What follows belongs to an exercise in optimizing a design on an open flow for small area, a short achievable clock period and few clock cycles; a production flow would make more cautious choices. Where RTL was checked, it was by simulation tests only, not by an equivalence proof against the original.

Design SequentialMultiplier, start of the top module:
module SequentialMultiplier(clock, reset, multiplicand, multiplier, product, ready, start);
    parameter N = 32;
    input clock;
    input reset;
    input [N-1:0] multiplicand, multiplier;
    output [2*N-1:0] product;
    output ready;
    input start;
    logic busy;
    logic first, first_n;                
    logic [2:0] count;                   
    logic b0;                            
    logic [34:0] acc_s, acc_c;       
    logic [N-1:0] ph_register;           
    logic [N-1:0] pl_register;           
    logic [3:0] one, two, neg;      
    logic [7:0] pend_s, pend_c;          
    logic pend_ci;                       
    logic pend_x;                        
    wire go = start & ~busy;
    wire accumulate = busy & ~count[2];
    wire resolve = busy & count[2];
    assign ready = ~busy;
    wire [8:0] bb = go ? {multiplier[8:1], 1'b0} : pl_register[15:7];
    wire [3:0] one_d, two_d, neg_d;
    genvar j;
    generate
        for (j = 0; j < 4; j = j + 1) begin : enc
            assign one_d[j] = bb[2*j+1] ^ bb[2*j];
            assign two_d[j] = (bb[2*j+2] & ~bb[2*j+1] & ~bb[2*j]) | (~bb[2*j+2] & bb[2*j+1] & bb[2*j]);
            assign neg_d[j] = bb[2*j+2] & ~(bb[2*j+1] & bb[2*j]);
        end
    endgenerate
    wire [N-1:0] m_register = ph_register;
    wire [34:0] sum_in = first ? {3'b0, m_register & {N{b0}}} : acc_s;
    wire [34:0] carry_in = ~first_n ? {1'b1, 34'b0} : acc_c;
    wire inj41 = ~(count[1] & count[0]);
    wire [N:0] m1 = {1'b0, m_register};
    wire [N:0] m2 = {m_register, 1'b0};
    wire [33:0] row0;
    assign row0[0] = ((one[0] & m1[0]) | (two[0] & m2[0])) ^ neg[0];
    assign row0[1] = ((one[0] & m1[1]) | (two[0] & m2[1])) ^ neg[0];
    assign row0[2] = ((one[0] & m1[2]) | (two[0] & m2[2])) ^ neg[0];
    assign row0[3] = ((one[0] & m1[3]) | (two[0] & m2[3])) ^ neg[0];
    assign row0[4] = ((one[0] & m1[4]) | (two[0] & m2[4])) ^ neg[0];
  ...
clock: 4.0 ns
lec_check: 0
cap_margin: 20
core_margin: 2
core_utilization: 40
setup_slack_margin: 1.4
slew_margin: 20
synth_hierarchical: 1
standard.sh (not shown) runs the stock make flow with config.mk's settings and CLKGATE_MAP_FILE= SYNTH_SCRIPT=/design/flow/synth_recipe.tcl, a recipe that flattens the netlist after the stock synthesis.
==> flow/flow/run.sh <==
#!/bin/bash
# Standard layout (the standard.sh, unchanged synthesis and steps), with
# the port buffers made from sky130_fd_sc_hd__buf_1 instead of the flow's
# default pick. Every tool's output goes to standard.log here.
set -euo pipefail
export BUFFER_PORTS_ARGS="-buffer_cell sky130_fd_sc_hd__buf_1"
bash standard.sh > standard.log 2>&1
Rerun with:
--- a/flow/design.v
+++ b/flow/design.v
@@ -5,14 +5,15 @@
     input [N-1:0] multiplicand, multiplier;
     output [2*N-1:0] product;
     output ready;
     input start;
     logic busy;
     logic first, first_n;                
     logic [2:0] count;                   
+    logic [N-1:0] m_register;
     logic b0;                            
     logic [34:0] acc_s, acc_c;       
     logic [N-1:0] ph_register;           
     logic [N-1:0] pl_register;           
     logic [3:0] one, two, neg;      
     logic [7:0] pend_s, pend_c;          
     logic pend_ci;                       
@@ -27,15 +28,14 @@
     generate
         for (j = 0; j < 4; j = j + 1) begin : enc
             assign one_d[j] = bb[2*j+1] ^ bb[2*j];
             assign two_d[j] = (bb[2*j+2] & ~bb[2*j+1] & ~bb[2*j]) | (~bb[2*j+2] & bb[2*j+1] & bb[2*j]);
             assign neg_d[j] = bb[2*j+2] & ~(bb[2*j+1] & bb[2*j]);
         end
     endgenerate
-    wire [N-1:0] m_register = ph_register;
     wire [34:0] sum_in = first ? {3'b0, m_register & {N{b0}}} : acc_s;
     wire [34:0] carry_in = ~first_n ? {1'b1, 34'b0} : acc_c;
     wire inj41 = ~(count[1] & count[0]);
     wire [N:0] m1 = {1'b0, m_register};
     wire [N:0] m2 = {m_register, 1'b0};
     wire [33:0] row0;
     assign row0[0] = ((one[0] & m1[0]) | (two[0] & m2[0])) ^ neg[0];
@@ -462,27 +462,29 @@
     wire [39:0] fsum;
     wire low_ci;
     FinalAdder final_add ({acc_s[N-1:0], pend_s}, {acc_c[N-1:0], pend_c}, pend_ci, fsum, low_ci);
     wire [7:0] low = fsum[7:0];
     wire [N-1:0] hi = fsum[39:8];
     assign product = {ph_register, pl_register};
     always_ff @(posedge clock) begin
+        if (~busy)
+            m_register <= multiplicand;
         if (go)
             b0 <= multiplier[0];
         one <= one_d;
         two <= two_d;
         neg <= neg_d;
         pend_s <= tx[7:0];
         pend_c <= ty[7:0];
         pend_x <= ~go & neg[3] & ~(one[3] & m_register[0]);
         pend_ci <= ~first & low_ci;
         acc_s <= tx[42:8];
         acc_c <= ty[42:8];
-        if (go | resolve)
-            ph_register <= resolve ? hi : multiplicand;
+        if (resolve)
+            ph_register <= hi;
         if (go)
             pl_register <= {1'b0, multiplier[N-1:1]};
         else if (busy)
             pl_register <= {low, pl_register[N-1:8]};
     end
     always_ff @(posedge clock or posedge reset) begin
         if (reset) begin
Clock skew is about the same.
Core utilization shrinks by 1.4 points.
Global-route usage shrinks by 1.7 points.
Cell count shrinks slightly.
Setup slack is about the same.
Testbench counts after the change, summed over its fixed seeds: cycles 28,808.
For the first run of this note, only the layout was checked, not whether the RTL still works.

## re-timing with driven ports
No port has a modelled driver above. Below, the same layouts with a new extraction and two added sets of constraints.
Step 1 sets driving cells, clkbuf_16 on the clock port and buf_2 on the other inputs (assumed; they add their load-dependent delay and slew).
Step 2 moves the port delays by t, midway between the first and last clock arrival at a register: inputs arrive t later, outputs are due t later. That takes back most of the time a late clock gives input paths.
a / b / c = ideal / step 1 / step 2; a / b = the first two.
run | t, ns | slack for setup (ns) | hold WS [ns] | worst data-port slew with drivers (ns)
the first run | 0.502 | 1.399 / 1.399 / 1.105 | 0.234 / 0.203 / 0.510 | 0.05
the second run | 0.504 | 1.398 / 1.398 / 1.398 | 0.230 / 0.201 / 0.493 | 0.07
After both steps every run listed still meets setup and hold. For the first run, which loses most, drivers alone change the setup slack by 0.000 ns; drivers and shift together by -0.294 ns.
